Context: an optimization exercise on an open-source flow, tuned for small area, a short achievable clock period and few clock cycles per item. The choices shown serve that exercise and are no tape-out recipe. Function was checked by simulation only, so behaviour that the tests miss may differ from the original.

$ cat design/flow/design.v
module fa (input logic a, b, c, output logic s, co);
    assign {co, s} = a + b + c;
endmodule
module matvec_row (
    input  logic [23:0] k,
    input  logic [31:0] x,
    output logic [9:0]  y
);
    logic s97;
    logic c97;
    logic s98;
    logic c98;
    logic s99;
    logic c99;
    logic s100;
    logic c100;
    logic s101;
    logic c101;
    logic s102;
    logic c102;
    logic s103;
    logic c103;
    logic s104;
    logic c104;
    logic s105;
    logic c105;
    logic s106;
    logic c106;
    logic s107;
    logic c107;
    logic s108;
    logic c108;
    logic s109;
    logic c109;
    logic s110;
    logic c110;
    logic s111;
    logic c111;
    logic s112;
    logic c112;
    logic s113;
    logic c113;
    logic s114;
    logic c114;
    logic s115;
    logic c115;
    logic s116;
    logic c116;
    logic s117;
    logic c117;
    logic s118;
    logic c118;
    logic s119;
    logic c119;
    logic s120;
    logic c120;
    logic s121;
    logic c121;
    logic s122;
    logic c122;
    logic s123;
    logic c123;
    logic s124;
    logic c124;
    logic s125;
    logic c125;
    logic s126;
    logic c126;
    logic s127;
    logic c127;
    logic s128;
    logic c128;
    logic s129;
    logic c129;
    logic s130;
    logic c130;
    logic s131;
    logic c131;
    logic s132;
    logic c132;
    logic s133;
    logic c133;
    logic s134;
    logic c134;
    logic s135;
    logic c135;
    logic s136;
    logic c136;
    logic s137;
    logic c137;
    logic s138;
    logic c138;
    logic s139;
    logic c139;
    logic s140;
    logic c140;
    logic s141;
    logic c141;
    logic s142;
    logic c142;
    logic s143;
    logic c143;
    logic s144;
    logic c144;
    logic s145;
    logic c145;
    logic s146;
    logic c146;
    logic s147;
    logic c147;
    logic s148;
    logic c148;
    logic s149;
    logic c149;
    logic s150;
    logic c150;
    logic s151;
    logic c151;
    logic s152;
    logic c152;
    logic s153;
    logic c153;
    logic s154;
    logic c154;
    logic s155;
    logic c155;
    logic s156;
    logic c156;
    logic s157;
    logic c157;
    logic s158;
    logic c158;
    logic s159;
    logic c159;
    logic s160;
    logic c160;
    logic s161;
    logic c161;
    logic s162;
    logic c162;
    logic s163;
    logic c163;
    logic s164;
    logic c164;
    logic s165;
    logic c165;
    logic s166;
    logic c166;
    logic s167;
    logic c167;
    logic s168;
    logic c168;
    logic s169;
    logic c169;
    logic s170;
    logic c170;
    logic s171;
    logic c171;
    logic s172;
    logic c172;
    logic s173;
    logic c173;
    logic s174;
    logic c174;
    logic s175;
    logic c175;
    logic s176;
    logic c176;
    logic s177;
    logic c177;
    logic s178;
    logic c178;
    logic s179;
    logic c179;
    logic s180;
    logic c180;
    logic pr0;
    logic pr1;
    logic pr2;
    logic pr3;
    logic pr4;
    logic pr5;
    logic pr6;
    logic pr7;
    logic pr8;
    logic pr9;
    logic pr10;
    logic pv11;
    logic pr12;
    logic pr13;
    logic pr14;
    logic pr15;
    logic pr16;
    logic pr17;
    logic pr18;
    logic pr19;
    logic pr20;
    logic pr21;
    logic pr22;
    logic pv23;
    logic pr24;
    logic pr25;
    logic pr26;
    logic pr27;
    logic pr28;
    logic pr29;
    logic pr30;
    logic pr31;
    logic pr32;
    logic pr33;
    logic pr34;
    logic pr35;
    logic pr36;
    logic pr37;
    logic pr38;
    logic pr39;
    logic pr40;
    logic pr41;
    logic pr42;
    logic pr43;
    logic pr44;
    logic pr45;
    logic pr46;
    logic pr47;
    logic pr48;
    logic pr49;
    logic pr50;
    logic pr51;
    logic pr52;
    logic pr53;
    logic pr54;
    logic pr55;
    logic pr56;
    logic pr57;
    logic pr58;
    logic pr59;
    logic pr60;
    logic pr61;
    logic pr62;
    logic pr63;
    logic pr64;
    logic pr65;
    logic pr66;
    logic pr67;
    logic pr68;
    logic pr69;
    logic pr70;
    logic pr71;
    logic pr72;
    logic pr73;
    logic pr74;
    logic pr75;
    logic pr76;
    logic pr77;
    logic pr78;
    logic pr79;
    logic pr80;
    logic pr81;
    logic pr82;
    logic pr83;
    logic pr84;
    logic pr85;
    logic pr86;
    logic pr87;
    logic pr88;
    logic pr89;
    logic pr90;
    logic pr91;
    logic pr92;
    logic pr93;
    logic pr94;
    logic pr95;
    logic [9:0] ya;
    logic [9:0] yb;
    assign pr0 = ~(k[0] & x[0]);
    assign pr1 = ~(k[0] & x[1]);
    assign pr2 = ~(k[0] & x[2]);
    assign pr3 = k[0] & x[3];
    assign pr4 = ~(k[1] & x[0]);
    assign pr5 = ~(k[1] & x[1]);
    assign pr6 = ~(k[1] & x[2]);
    assign pr7 = ~(k[1] & x[3]);
    assign pr8 = k[2] & x[0];
    assign pr9 = k[2] & x[1];
    assign pr10 = ~(k[2] & x[2]);
    assign pv11 = k[2] & x[3];
    assign pr12 = ~(k[3] & x[4]);
    assign pr13 = ~(k[3] & x[5]);
    assign pr14 = ~(k[3] & x[6]);
    assign pr15 = k[3] & x[7];
    assign pr16 = ~(k[4] & x[4]);
    assign pr17 = ~(k[4] & x[5]);
    assign pr18 = ~(k[4] & x[6]);
    assign pr19 = ~(k[4] & x[7]);
    assign pr20 = k[5] & x[4];
    assign pr21 = k[5] & x[5];
    assign pr22 = ~(k[5] & x[6]);
    assign pv23 = k[5] & x[7];
    assign pr24 = ~(k[6] & x[8]);
    assign pr25 = ~(k[6] & x[9]);
    assign pr26 = ~(k[6] & x[10]);
    assign pr27 = k[6] & x[11];
    assign pr28 = ~(k[7] & x[8]);
    assign pr29 = ~(k[7] & x[9]);
    assign pr30 = ~(k[7] & x[10]);
    assign pr31 = ~(k[7] & x[11]);
    assign pr32 = k[8] & x[8];
    assign pr33 = k[8] & x[9];
    assign pr34 = ~(k[8] & x[10]);
    assign pr35 = ~(k[8] & x[11]);
    assign pr36 = ~(k[9] & x[12]);
    assign pr37 = ~(k[9] & x[13]);
    assign pr38 = ~(k[9] & x[14]);
    assign pr39 = k[9] & x[15];
    assign pr40 = ~(k[10] & x[12]);
    assign pr41 = ~(k[10] & x[13]);
    assign pr42 = ~(k[10] & x[14]);
    assign pr43 = ~(k[10] & x[15]);
    assign pr44 = k[11] & x[12];
    assign pr45 = k[11] & x[13];
    assign pr46 = ~(k[11] & x[14]);
    assign pr47 = ~(k[11] & x[15]);
    assign pr48 = ~(k[12] & x[16]);
    assign pr49 = ~(k[12] & x[17]);
    assign pr50 = ~(k[12] & x[18]);
    assign pr51 = k[12] & x[19];
    assign pr52 = ~(k[13] & x[16]);
    assign pr53 = ~(k[13] & x[17]);
    assign pr54 = ~(k[13] & x[18]);
    assign pr55 = ~(k[13] & x[19]);
    assign pr56 = k[14] & x[16];
    assign pr57 = k[14] & x[17];
    assign pr58 = ~(k[14] & x[18]);
    assign pr59 = ~(k[14] & x[19]);
    assign pr60 = ~(k[15] & x[20]);
    assign pr61 = ~(k[15] & x[21]);
    assign pr62 = ~(k[15] & x[22]);
    assign pr63 = k[15] & x[23];
    assign pr64 = ~(k[16] & x[20]);
    assign pr65 = ~(k[16] & x[21]);
    assign pr66 = ~(k[16] & x[22]);
    assign pr67 = ~(k[16] & x[23]);
    assign pr68 = k[17] & x[20];
    assign pr69 = k[17] & x[21];
    assign pr70 = ~(k[17] & x[22]);
    assign pr71 = ~(k[17] & x[23]);
    assign pr72 = ~(k[18] & x[24]);
    assign pr73 = ~(k[18] & x[25]);
    assign pr74 = ~(k[18] & x[26]);
    assign pr75 = k[18] & x[27];
    assign pr76 = ~(k[19] & x[24]);
    assign pr77 = ~(k[19] & x[25]);
    assign pr78 = ~(k[19] & x[26]);
    assign pr79 = ~(k[19] & x[27]);
    assign pr80 = k[20] & x[24];
    assign pr81 = k[20] & x[25];
    assign pr82 = ~(k[20] & x[26]);
    assign pr83 = ~(k[20] & x[27]);
    assign pr84 = ~(k[21] & x[28]);
    assign pr85 = ~(k[21] & x[29]);
    assign pr86 = ~(k[21] & x[30]);
    assign pr87 = k[21] & x[31];
    assign pr88 = ~(k[22] & x[28]);
    assign pr89 = ~(k[22] & x[29]);
    assign pr90 = ~(k[22] & x[30]);
    assign pr91 = ~(k[22] & x[31]);
    assign pr92 = k[23] & x[28];
    assign pr93 = k[23] & x[29];
    assign pr94 = k[23] & x[30];
    assign pr95 = ~(k[23] & x[31]);
    fa u_fa97 (.a(pr0), .b(pr12), .c(pr24), .s(s97), .co(c97));
    fa u_fa98 (.a(pr36), .b(pr48), .c(pr60), .s(s98), .co(c98));
    fa u_fa99 (.a(pr72), .b(pr84), .c(s97), .s(s99), .co(c99));
    fa u_fa100 (.a(pr1), .b(pr4), .c(pr13), .s(s100), .co(c100));
    fa u_fa101 (.a(pr16), .b(pr25), .c(pr28), .s(s101), .co(c101));
    fa u_fa102 (.a(pr37), .b(pr40), .c(pr49), .s(s102), .co(c102));
    fa u_fa103 (.a(pr52), .b(pr61), .c(pr64), .s(s103), .co(c103));
    fa u_fa104 (.a(pr73), .b(pr76), .c(pr85), .s(s104), .co(c104));
    fa u_fa105 (.a(pr88), .b(c97), .c(c98), .s(s105), .co(c105));
    fa u_fa106 (.a(s100), .b(s101), .c(s102), .s(s106), .co(c106));
    fa u_fa107 (.a(s103), .b(s104), .c(c99), .s(s107), .co(c107));
    fa u_fa108 (.a(s105), .b(s106), .c(s107), .s(s108), .co(c108));
    fa u_fa109 (.a(pr2), .b(pr5), .c(pr8), .s(s109), .co(c109));
    fa u_fa110 (.a(pr14), .b(pr17), .c(pr20), .s(s110), .co(c110));
    fa u_fa111 (.a(pr26), .b(pr29), .c(pr32), .s(s111), .co(c111));
    fa u_fa112 (.a(pr38), .b(pr41), .c(pr44), .s(s112), .co(c112));
    fa u_fa113 (.a(pr50), .b(pr53), .c(pr56), .s(s113), .co(c113));
    fa u_fa114 (.a(pr62), .b(pr65), .c(pr68), .s(s114), .co(c114));
    fa u_fa115 (.a(pr74), .b(pr77), .c(pr80), .s(s115), .co(c115));
    fa u_fa116 (.a(pr86), .b(pr89), .c(pr92), .s(s116), .co(c116));
    fa u_fa117 (.a(c100), .b(c101), .c(c102), .s(s117), .co(c117));
    fa u_fa118 (.a(c103), .b(c104), .c(s109), .s(s118), .co(c118));
    fa u_fa119 (.a(s110), .b(s111), .c(s112), .s(s119), .co(c119));
    fa u_fa120 (.a(s113), .b(s114), .c(s115), .s(s120), .co(c120));
    fa u_fa121 (.a(s116), .b(c105), .c(c106), .s(s121), .co(c121));
    fa u_fa122 (.a(s117), .b(s118), .c(s119), .s(s122), .co(c122));
    fa u_fa123 (.a(s120), .b(c107), .c(s121), .s(s123), .co(c123));
    fa u_fa124 (.a(s122), .b(c108), .c(s123), .s(s124), .co(c124));
    fa u_fa125 (.a(pr3), .b(pr6), .c(pr9), .s(s125), .co(c125));
    fa u_fa126 (.a(pr15), .b(pr18), .c(pr21), .s(s126), .co(c126));
    fa u_fa127 (.a(pr27), .b(pr30), .c(pr33), .s(s127), .co(c127));
    fa u_fa128 (.a(pr39), .b(pr42), .c(pr45), .s(s128), .co(c128));
    fa u_fa129 (.a(pr51), .b(pr54), .c(pr57), .s(s129), .co(c129));
    fa u_fa130 (.a(pr63), .b(pr66), .c(pr69), .s(s130), .co(c130));
    fa u_fa131 (.a(pr75), .b(pr78), .c(pr81), .s(s131), .co(c131));
    fa u_fa132 (.a(pr87), .b(pr90), .c(pr93), .s(s132), .co(c132));
    fa u_fa133 (.a(c109), .b(c110), .c(c111), .s(s133), .co(c133));
    fa u_fa134 (.a(c112), .b(c113), .c(c114), .s(s134), .co(c134));
    fa u_fa135 (.a(c115), .b(c116), .c(s125), .s(s135), .co(c135));
    fa u_fa136 (.a(s126), .b(s127), .c(s128), .s(s136), .co(c136));
    fa u_fa137 (.a(s129), .b(s130), .c(s131), .s(s137), .co(c137));
    fa u_fa138 (.a(s132), .b(c117), .c(c118), .s(s138), .co(c138));
    fa u_fa139 (.a(c119), .b(c120), .c(s133), .s(s139), .co(c139));
    fa u_fa140 (.a(s134), .b(s135), .c(s136), .s(s140), .co(c140));
    fa u_fa141 (.a(s137), .b(c121), .c(c122), .s(s141), .co(c141));
    fa u_fa142 (.a(s138), .b(s139), .c(s140), .s(s142), .co(c142));
    fa u_fa143 (.a(c123), .b(s141), .c(s142), .s(s143), .co(c143));
    fa u_fa144 (.a(pr7), .b(pr10), .c(pr19), .s(s144), .co(c144));
    fa u_fa145 (.a(pr22), .b(pr31), .c(pr34), .s(s145), .co(c145));
    fa u_fa146 (.a(pr43), .b(pr46), .c(pr55), .s(s146), .co(c146));
    fa u_fa147 (.a(pr58), .b(pr67), .c(pr70), .s(s147), .co(c147));
    fa u_fa148 (.a(pr79), .b(pr82), .c(pr91), .s(s148), .co(c148));
    fa u_fa149 (.a(pr94), .b(c125), .c(c126), .s(s149), .co(c149));
    fa u_fa150 (.a(c127), .b(c128), .c(c129), .s(s150), .co(c150));
    fa u_fa151 (.a(c130), .b(c131), .c(c132), .s(s151), .co(c151));
    fa u_fa152 (.a(s144), .b(s145), .c(s146), .s(s152), .co(c152));
    fa u_fa153 (.a(~s147), .b(~s148), .c(c133), .s(s153), .co(c153));
    fa u_fa154 (.a(c134), .b(c135), .c(c136), .s(s154), .co(c154));
    fa u_fa155 (.a(c137), .b(s149), .c(s150), .s(s155), .co(c155));
    fa u_fa156 (.a(s151), .b(~s152), .c(c138), .s(s156), .co(c156));
    fa u_fa157 (.a(c139), .b(s153), .c(c140), .s(s157), .co(c157));
    fa u_fa158 (.a(s154), .b(s155), .c(c141), .s(s158), .co(c158));
    fa u_fa159 (.a(s156), .b(c142), .c(s157), .s(s159), .co(c159));
    fa u_fa160 (.a(s158), .b(c143), .c(s159), .s(s160), .co(c160));
    assign s161 = ~(pv11 ^ pv23);
    assign c161 = pv11 | pv23;
    fa u_fa162 (.a(pr35), .b(pr47), .c(pr59), .s(s162), .co(c162));
    fa u_fa163 (.a(pr71), .b(pr83), .c(pr95), .s(s163), .co(c163));
    fa u_fa164 (.a(~s161), .b(~c144), .c(~c145), .s(s164), .co(c164));
    fa u_fa165 (.a(c146), .b(c147), .c(c148), .s(s165), .co(c165));
    fa u_fa166 (.a(s162), .b(s163), .c(c149), .s(s166), .co(c166));
    fa u_fa167 (.a(c150), .b(c151), .c(~c152), .s(s167), .co(c167));
    fa u_fa168 (.a(s164), .b(~s165), .c(c153), .s(s168), .co(c168));
    fa u_fa169 (.a(c154), .b(c155), .c(s166), .s(s169), .co(c169));
    fa u_fa170 (.a(s167), .b(c156), .c(s168), .s(s170), .co(c170));
    fa u_fa171 (.a(c157), .b(s169), .c(c158), .s(s171), .co(c171));
    fa u_fa172 (.a(s170), .b(c159), .c(s171), .s(s172), .co(c172));
    assign s173 = ~(c161 ^ ~c162);
    assign c173 = c161 | ~c162;
    fa u_fa174 (.a(c163), .b(~s173), .c(c164), .s(s174), .co(c174));
    fa u_fa175 (.a(~c165), .b(c166), .c(c167), .s(s175), .co(c175));
    fa u_fa176 (.a(s174), .b(c168), .c(c169), .s(s176), .co(c176));
    fa u_fa177 (.a(s175), .b(c170), .c(s176), .s(s177), .co(c177));
    fa u_fa178 (.a(c171), .b(s177), .c(c172), .s(s178), .co(c178));
    fa u_fa179 (.a(~c173), .b(c174), .c(c175), .s(s179), .co(c179));
    fa u_fa180 (.a(c176), .b(s179), .c(c177), .s(s180), .co(c180));
    assign ya = {1'b1, ~c179, ~c178, ~s178, ~c160, ~s160, ~c124, ~s124, ~s108, ~s98};
    assign yb = {1'b0, ~c180, ~s180, 1'b0, ~s172, 1'b0, ~s143, 1'b0, 1'b0, ~s99};
    assign y = ya + yb;
endmodule
module matvec_mul #(
    parameter R=8, C=8, W_X=4, W_K=3,
    localparam W_Y = W_X + W_K + $clog2(C)
  )(
    input  logic [R*C*W_K-1:0] k,
    input  logic [C*W_X-1:0]   x,
    output logic [R*W_Y-1:0]   y
  );
  genvar r;
  for (r = 0; r < R; r = r + 1) begin : g_row
    matvec_row u_row (.k(k[r*C*W_K +: C*W_K]), .x(x), .y(y[r*W_Y +: W_Y]));
  end
endmodule
module axis_matvec_mul #(
    parameter R=8, C=8, W_X=4, W_K=3,
    localparam W_Y = W_X + W_K + $clog2(C)
)(
    input  logic clk, rstn,
    output logic s_axis_kx_tready,
    input  logic s_axis_kx_tvalid,
    input  logic [R*C*W_K + C*W_X -1:0] s_axis_kx_tdata,
    input  logic m_axis_y_tready,
    output logic m_axis_y_tvalid,
    output logic [R*W_Y-1:0] m_axis_y_tdata
);
    logic [R*W_Y-1:0] y;
    matvec_mul #(
        .R(R), .C(C), .W_X(W_X), .W_K(W_K)
    ) MATVEC (
        .k(s_axis_kx_tdata[R*C*W_K-1:0]),
        .x(s_axis_kx_tdata[R*C*W_K +: C*W_X]),
        .y(y)
    );
    assign s_axis_kx_tready = !m_axis_y_tvalid || m_axis_y_tready;
    always_ff @(posedge clk or negedge rstn) begin
        if (!rstn)
            m_axis_y_tvalid <= 1'b0;
        else if (s_axis_kx_tready)
            m_axis_y_tvalid <= s_axis_kx_tvalid;
    end
    always_ff @(posedge clk) begin
        if (s_axis_kx_tready)
            m_axis_y_tdata <= y;
    end
endmodule
$ cat design/flow/constraint.sdc
create_clock -name core_clock -period 8.0 [get_ports {clk}]
set_input_delay 1.6000 -clock core_clock [delete_from_list [all_inputs] [get_ports {clk}]]
set_output_delay 1.6000 -clock core_clock [all_outputs]
set_load 0.01 [all_outputs]
$ cat design/flow/config.mk
export PLATFORM = sky130hd
export DESIGN_NAME = axis_matvec_mul
export DESIGN_NICKNAME = axis_matvec_mul
export VERILOG_FILES = /design/flow/design.v
export SDC_FILE = /design/flow/constraint.sdc
export NUM_CORES = 4
export LEC_CHECK = 0
export CAP_MARGIN = 20
export CORE_MARGIN = 2
export CORE_UTILIZATION = 40
export SETUP_SLACK_MARGIN = 2
export SLEW_MARGIN = 20
export SYNTH_HIERARCHICAL = 1
export SYNTH_MINIMUM_KEEP_SIZE = 0
$ cat design/flow/standard.sh
#!/bin/bash
# synth_recipe.tcl (not shown) runs the flow's synth.tcl, then flattens the netlist and writes it again
# the make line also repeats each setting of config.mk as NAME=value (left out here)
make -C /OpenROAD-flow-scripts/flow DESIGN_CONFIG=/design/flow/config.mk WORK_HOME=/design/flow/orfs CLKGATE_MAP_FILE= SYNTH_SCRIPT=/design/flow/synth_recipe.tcl "${@:-finish}"
$ cat design/flow/flow/run.sh
#!/bin/bash
# The standard layout, with each port's buffer a sky130_fd_sc_hd__buf_1
# (the standard flow picks a larger delay buffer), and timing repair limited
# to resizing and pin swaps.  Each step's full output is in orfs/logs;
# make's own output is in make.log.
set -euo pipefail
export BUFFER_PORTS_ARGS="-buffer_cell sky130_fd_sc_hd__buf_1"
export SETUP_MOVE_SEQUENCE="unbuffer,sizeup,swap"
export SKIP_GATE_CLONING=1
bash standard.sh finish > make.log 2>&1
==> results of run 1 <==
==> through the flow <==
step	setup slack, ps	utilization [%]	std cells	area, µm²
4_1_cts	1990	46.1	2968	24900
6_report	2040	46.8	2985	25200
5_1_grt	1920	46.8	2983	25200
3_5_place_dp	1030	44.7	2952	24100
3_3_place_gp	1140	44.7	2952	24100
2_1_floorplan	2000	-	1923	21800
==> worst paths after layout <==
kind / start / end / depth (start not counted)
worst min-delay path: m_axis_y_tvalid / m_axis_y_tvalid / 2
min in group asynchronous: rstn / m_axis_y_tvalid / 1
worst max register to register: m_axis_y_tvalid / m_axis_y_tdata[68] / 2
worst max-delay path: s_axis_kx_tdata[192] / m_axis_y_tdata[37] / 16
worst min register to register: m_axis_y_tvalid / m_axis_y_tvalid / 2
max in group asynchronous: rstn / m_axis_y_tvalid / 1
==> cells in the final DEF, fill, tap and decap left out, types with 7 or more instances in the layout <==
master and count:
a211oi_2 8, a21oi_1 8, a31o_2 8, a41oi_2 8
and2_1 186, and2_4 14, and4bb_1 8, buf_1 288
buf_12 17, clkbuf_16 9, clkbuf_8 8, diode_2 17
edfxtp_1 80, fa_1 579, fa_2 77, ha_1 54
ha_4 10, inv_1 151, inv_2 9, nand2_1 563
nand2_2 13, nand2b_1 8, nand3b_1 8, nand4_1 8
nor2_1 31, nor2b_4 7, nor3b_1 8, o311a_1 8
or2_4 8, xnor2_1 32, xor2_1 24
==> modules after synthesis, one instance, submodules excluded, a selection <==
module           flip-flops and latches  cells  times used
fa                                    0      1         656
axis_matvec_mul                      81     83           1
matvec_row                            0    148           8
==> what timing repair did <==
action                     CTS  global route
pin swaps                   23            45
hold buffers                 0             0
resized for setup          141            92
setup endpoints to repair   32            24
buffers inserted             0             0
==> worst min-delay path: stages, from the launching register on <==
cell and delay (ps):
dfrtp_1 400, nand2b_4 310, nand2b_2 170
==> per-layer routing <==
layer	routed length (µm)	GRT usage (%)	up-vias	share of wire, %
met4	2340	10.3	2	3.2
li1	-	-	6621	-
met3	5810	5.24	116	8.0
met1	29000	36.0	8617	40
met2	35400	44.0	779	49
met5	16	0	-	0.022
==> synth_stat cells <==
cell type / count
or2_4: 8
fa_1: 656
a211oi_1: 8
a31o_2: 8
nor2_1: 32
o311a_1: 8
nand2b_1: 8
nand4_1: 8
nand2_1: 576
nand2b_2: 1
and4bb_1: 8
xnor2_1: 32
nor3b_1: 8
inv_1: 160
nand2b_4: 1
and2_1: 200
nand3b_1: 8
a41oi_2: 8
dfrtp_1: 1
a21oi_1: 8
edfxtp_1: 80
nor2b_2: 8
ha_1: 64
xor2_1: 24
==> flip-flops by register name, indices dropped and copies added (netlist names) <==
name	flops
m_axis_y_tdata	80
m_axis_y_tvalid	1
==> final cells by class <==
class | instances | share of cell area [%]
clock inverter | 5 | 0.317
timing repair buffer | 333 | 6.78
sequential | 81 | 9.61
inverter | 160 | 2.38
antenna | 17 | 0.168
tap | 696 | 3.45
clock buffer | 11 | 0.922
multi-input combinational | 1682 | 76.4
==> kinds of logic (layout without fill, tap and decap cells) <==
family,count (synthesis),in the layout,share of synthesized area (%)
buffers and inverters,160,509,2.75
other,0,17,0
adder cells (fa/ha/maj),720,720,63.8
AO/OA/AOI/OAI,40,40,1.74
AND/OR/NAND/NOR,866,866,18.4
flip-flops,81,81,11.1
XOR/XNOR,56,56,2.24
==> results.sh, run 1 <==
export IMPL_outcome="complete, no violations"
export IMPL_fp_dieH_um=238
export IMPL_vias=16100
export IMPL_grt_max_degree=51
export IMPL_postSynthAreaPerCell_um2=11.4
export IMPL_yosys_warnings=7
export IMPL_coreArea_mm2=0.0539
export IMPL_wl_per_cell_um=24.3
export IMPL_critPathTopFamily="adder cells"
export IMPL_synth_area_leader_cell="fa_1"
export IMPL_cts_sinks=81
export IMPL_areaGrowthSynthToFinish_pct=15.6
export IMPL_max_stage_delay_ps=540
export IMPL_initial_utilization_pct=40.5
export IMPL_maxSlewHeadroom_pct=47.7
export IMPL_gp_congestion=0.874
export IMPL_cp_data_required_time_ps=8180
export IMPL_critPathKind="input port to flip-flop"
export IMPL_crit_buf_inv=3
export IMPL_multi_input_area_mm2=0.0193
export IMPL_cts_tree="built"
export IMPL_syn_area_mm2=0.0218
export IMPL_synth_top_area_share_pct=60.1
export IMPL_clk_latency_ps=420
export IMPL_grt_pass1_vias=18800
export IMPL_start_kind="input port"
export IMPL_timing_final_hold_violations=0
export IMPL_synthesis_nets=2871
export IMPL_max_freq_mhz=168
export IMPL_firstDrtPassIters=6
export IMPL_ys_ff_latch=81
export IMPL_tns_ps=0
export IMPL_rows=85
export IMPL_max_cap_viol_count=0
export IMPL_worst_pin_slew_ps=785
export IMPL_grt_first_pass_wirelength_um=111000
export IMPL_critical_path_arrival_ps=6140
export IMPL_post_route_period_util_pct=74.5
export IMPL_track_usage_pct=27.0
export IMPL_root_buffer="clkbuf_16"
export IMPL_path_clk_slew_ps=90
export IMPL_cts_made_buffers=9
export IMPL_rrSetupSlack_ps=5980
export IMPL_hold_class="flip-flop to flip-flop"
export IMPL_wirelength_um=72500
export IMPL_ios=310
export IMPL_path_common_cell="fa_2"
export IMPL_endpoint_kind="flip-flop"
export IMPL_chipWidth_um=238
export IMPL_fin_skew_ps=27.1
export IMPL_io_buffers=309
export IMPL_post_route_min_period_ps=5960
export IMPL_vias_per_cell=5.41
export IMPL_cts_max_level=3
export IMPL_timing_hold_ws_ps=909
export IMPL_dp_hpwl_um=57200
export IMPL_ys_top_cells_by_area="fa_1 60%, edfxtp_1 11%, nand2_1 9.9%"
export IMPL_postRouteAntennaNets=0
export IMPL_netlist_instances=1923
export IMPL_slowest_stage="fa_2"
export IMPL_fillers=5049
export IMPL_ys_types=24
export IMPL_layout_nets=3215
export IMPL_grt_setup_unrepaired="true"
export IMPL_crit_chain="buf_2 > buf_12 > and2_4 > fa_1 > fa_1 > fa_2 > fa_2 > fa_2 > fa_1 > fa_2 > inv_2 > ha_4 > nor2b_4 > or2_4 > o311a_1 > xor2_1"
export IMPL_ys_seq_area_share_pct=11.1
export IMPL_slew_violations=0
export IMPL_grt_ovfl_total=0
export IMPL_drt_initial_drc_count=1028
export IMPL_setup_violations=0
export IMPL_dieArea_mm2=0.0565
export IMPL_drc=0
export IMPL_drive_above_1_share_pct=9.90
export IMPL_grt_antenna_before_repair=16
export IMPL_crit_fanout=24
export IMPL_seqCellArea_mm2=0.00243
export IMPL_clock_path_buffers=2
Testbench counts, summed over its fixed seeds: cycles 520, items 512.
==> run 2, diff against run 1 <==
--- a/design/flow/config.mk
+++ b/design/flow/config.mk
@@ -9,5 +9,5 @@
 export CORE_MARGIN = 2
 export CORE_UTILIZATION = 40
-export SETUP_SLACK_MARGIN = 2
+export SETUP_SLACK_MARGIN = 3
 export SLEW_MARGIN = 20
 export SYNTH_HIERARCHICAL = 1
==> results.sh, run 2 <==
export IMPL_slew_violations=0
export IMPL_synthSimpleGateAreaFrac_pct=18.4
export IMPL_max_freq_mhz=170
export IMPL_post_synth_top_count_cell="fa_1"
export IMPL_synth_top_family_by_area="adder cells"
export IMPL_final_cell_mix="556 x nand2_1, 523 x fa_1, 280 x buf_1"
export IMPL_synth_area_leader_cell="fa_1"
export IMPL_track_usage_pct=26.5
export IMPL_worst_pin_slew_ps=701
export IMPL_slowest_stage="fa_2"
export IMPL_grt_first_pass_wirelength_um=109000
export IMPL_vias=16200
export IMPL_cts_sinks=81
export IMPL_synth_xor_area_share_pct=2.24
export IMPL_start_kind="input port"
export IMPL_postSynthAreaPerCell_um2=11.4
export IMPL_dp_hpwl_um=56600
export IMPL_cts_made_buffers=9
export IMPL_dieArea_mm2=0.0565
export IMPL_reg2regPathDepth=2
export IMPL_areaGrowthSynthToFinish_pct=18.7
export IMPL_crit_chain="buf_6 > buf_12 > and2_4 > fa_1 > fa_1 > fa_2 > fa_2 > fa_2 > fa_1 > fa_2 > inv_2 > ha_4 > nor2b_4 > or2_4 > o311a_1 > xor2_1"
export IMPL_synth_compound_area_share_pct=1.74
export IMPL_grt_setup_unrepaired="true"
export IMPL_path_common_cell="fa_2"
export IMPL_max_stage_delay_ps=540
export IMPL_fillers=5034
export IMPL_critPathTopFamily="adder cells"
export IMPL_outcome="complete, no violations"
export IMPL_netlist_instances=1923
export IMPL_grt_antenna_before_repair=22
export IMPL_final_common_cell="nand2_1"
export IMPL_crit_buf_inv=3
export IMPL_synth_fa_ha_area_share_pct=63.8
export IMPL_place_area_mm2=0.0246
export IMPL_cts_max_level=3
export IMPL_critical_path_arrival_ps=6030
export IMPL_gp_congestion=0.900
export IMPL_wl_per_cell_um=23.9
export IMPL_clock_path_buffers=2
export IMPL_ios=310
export IMPL_fp_dieH_um=238
export IMPL_reg_top3="m_axis_y_tdata (80), m_axis_y_tvalid (1)"
export IMPL_endpoint_kind="flip-flop"
export IMPL_multi_input_area_mm2=0.0199
export IMPL_synth_edf_count=80
export IMPL_postRouteAntennaNets=0
export IMPL_fin_skew_ps=13.9
export IMPL_grt_pass1_vias=19000
export IMPL_drive_above_1_share_pct=17.0
export IMPL_synthArstFlopShare_pct=1.23
export IMPL_wirelength_um=71300
export IMPL_setup_violations=0
export IMPL_timing_hold_ws_ps=950
export IMPL_timing_final_hold_violations=0
export IMPL_initial_utilization_pct=40.5
export IMPL_yosys_warnings=7
export IMPL_layout_nets=3218
export IMPL_firstDrtPassIters=8
export IMPL_io_buffers=309
export IMPL_hold_class="input port to async pin"
export IMPL_tns_ps=0
export IMPL_synth_top_area_share_pct=60.1
export IMPL_vias_per_cell=5.41
export IMPL_stdcell_area_mm2=0.0259
export IMPL_ys_top_cells_by_area="fa_1 60%, edfxtp_1 11%, nand2_1 9.9%"
export IMPL_ys_types=24
export IMPL_coreArea_mm2=0.0539
export IMPL_post_route_period_util_pct=73.6
export IMPL_cp_data_required_time_ps=8140
export IMPL_max_cap_viol_count=0
export IMPL_chipWidth_um=238
export IMPL_largest_register_ffs=80
export IMPL_maxSlewHeadroom_pct=53.2
export IMPL_drc=0
export IMPL_drt_initial_drc_count=1265
export IMPL_cts_tree="built"
export IMPL_muxShareOfSynthArea_pct=0
export IMPL_grt_max_degree=43
export IMPL_synthesis_nets=2871
export IMPL_ys_seq_area_share_pct=11.1
export IMPL_critPathKind="input port to flip-flop"
export IMPL_synth_common_cells="656 x fa_1, 576 x nand2_1, 200 x and2_1"
export IMPL_root_buffer="clkbuf_16"
export IMPL_rows=85
export IMPL_grt_ovfl_total=0
export IMPL_crit_fanout=24
export IMPL_top_register="m_axis_y_tdata"
export IMPL_synth_top_flop_cell="edfxtp_1"
export IMPL_ys_ff_latch=81
export IMPL_syn_area_mm2=0.0218
export IMPL_path_clk_slew_ps=70
export IMPL_seqCellArea_mm2=0.00243
export IMPL_post_route_min_period_ps=5890
export IMPL_cp_depth=16
export IMPL_clk_latency_ps=390
[run 2: cell counts after synthesis]
No cell type changed its count.
[run 2: layer usage]
layer | track usage (%) | part of all wire [%]
met5 | 0 | 0.14
met4 | 9.34 | 3.3
met3 | 6.67 | 9.5
met2 | 42.1 | 47
met1 | 35.4 | 40
[run 2: repair_timing]
item,4_1_cts,5_1_grt
resized for setup,227,73
buffers inserted,0,0
endpoints found under the setup margin,56,49
hold buffers,0,0
pin swaps,98,65
[run 2: final timing paths]
path	startpoint	to	slack, ps
min reg2reg	m_axis_y_tvalid	m_axis_y_tdata[71]	1090
min in group core_clock	m_axis_y_tvalid	m_axis_y_tdata[71]	1090
min	rstn	m_axis_y_tvalid	950
max reg2reg	m_axis_y_tvalid	m_axis_y_tdata[70]	6060
max	s_axis_kx_tdata[192]	m_axis_y_tdata[47]	2110
max in group asynchronous	rstn	m_axis_y_tvalid	6960
[run 2: modules after synthesis, one instance, submodules excluded, excerpt]
module | cell area (µm²) | copies in the design
axis_matvec_mul | 2450 | 1
matvec_row | 783 | 8
fa | 20.0 | 656
[run 2: final cells by class]
cell class	count	share of cell area (%)
multi-input combinational	1682	76.6
sequential	81	9.36
timing repair buffer	336	7.27
tap	696	3.36
inverter	160	2.33
clock buffer	10	0.883
antenna	13	0.125
clock inverter	6	0.0965
[run 2: cells by family after synthesis]
logic type               after synthesis
buffers and inverters                160
AO/OA/AOI/OAI                         40
adder cells (fa/ha/maj)              720
AND/OR/NAND/NOR                      866
XOR/XNOR                              56
flip-flops                            81
[run 2: per-stage QoR]
step                util (%)  setup slack [ps]  instances
finish                  48.1              2110       2984
global route            48.1              2040       2981
floorplan                  -              2180       1923
global placement        45.6              1350       2955
CTS                     47.7              2120       2971
detailed placement      45.6              1260       2955

afterwards: timing with drivers on the ports:
The flow's constraints put no driver on any port. The routed layouts listed below were extracted and timed again, unchanged, in two steps. Step 1: set_driving_cell puts a clkbuf_16 on clk and a buf_2 on each other input, an assumption about the parent block. Step 2 moves the port delays by t, midway between the first and last clock arrival at a register: inputs arrive t later, outputs are due t later. That takes back most of the time a late clock gives input paths. a / b / c = ideal / step 1 / step 2; a / b = the first two.
| run | shift t [ns] | slack for setup (ns) | clock arrival spread, ns |
|---|---|---|---|
| run 1 | 0.463 | 2.037 / 2.067 / 1.605 | 0.029 / 0.029 |
| run 2 | 0.446 | 2.114 / 2.136 / 1.690 | 0.014 / 0.014 |
After both steps every run listed still meets setup and hold. For run 1, which loses most, drivers alone change the setup slack by +0.030 ns; drivers and shift together by -0.432 ns.
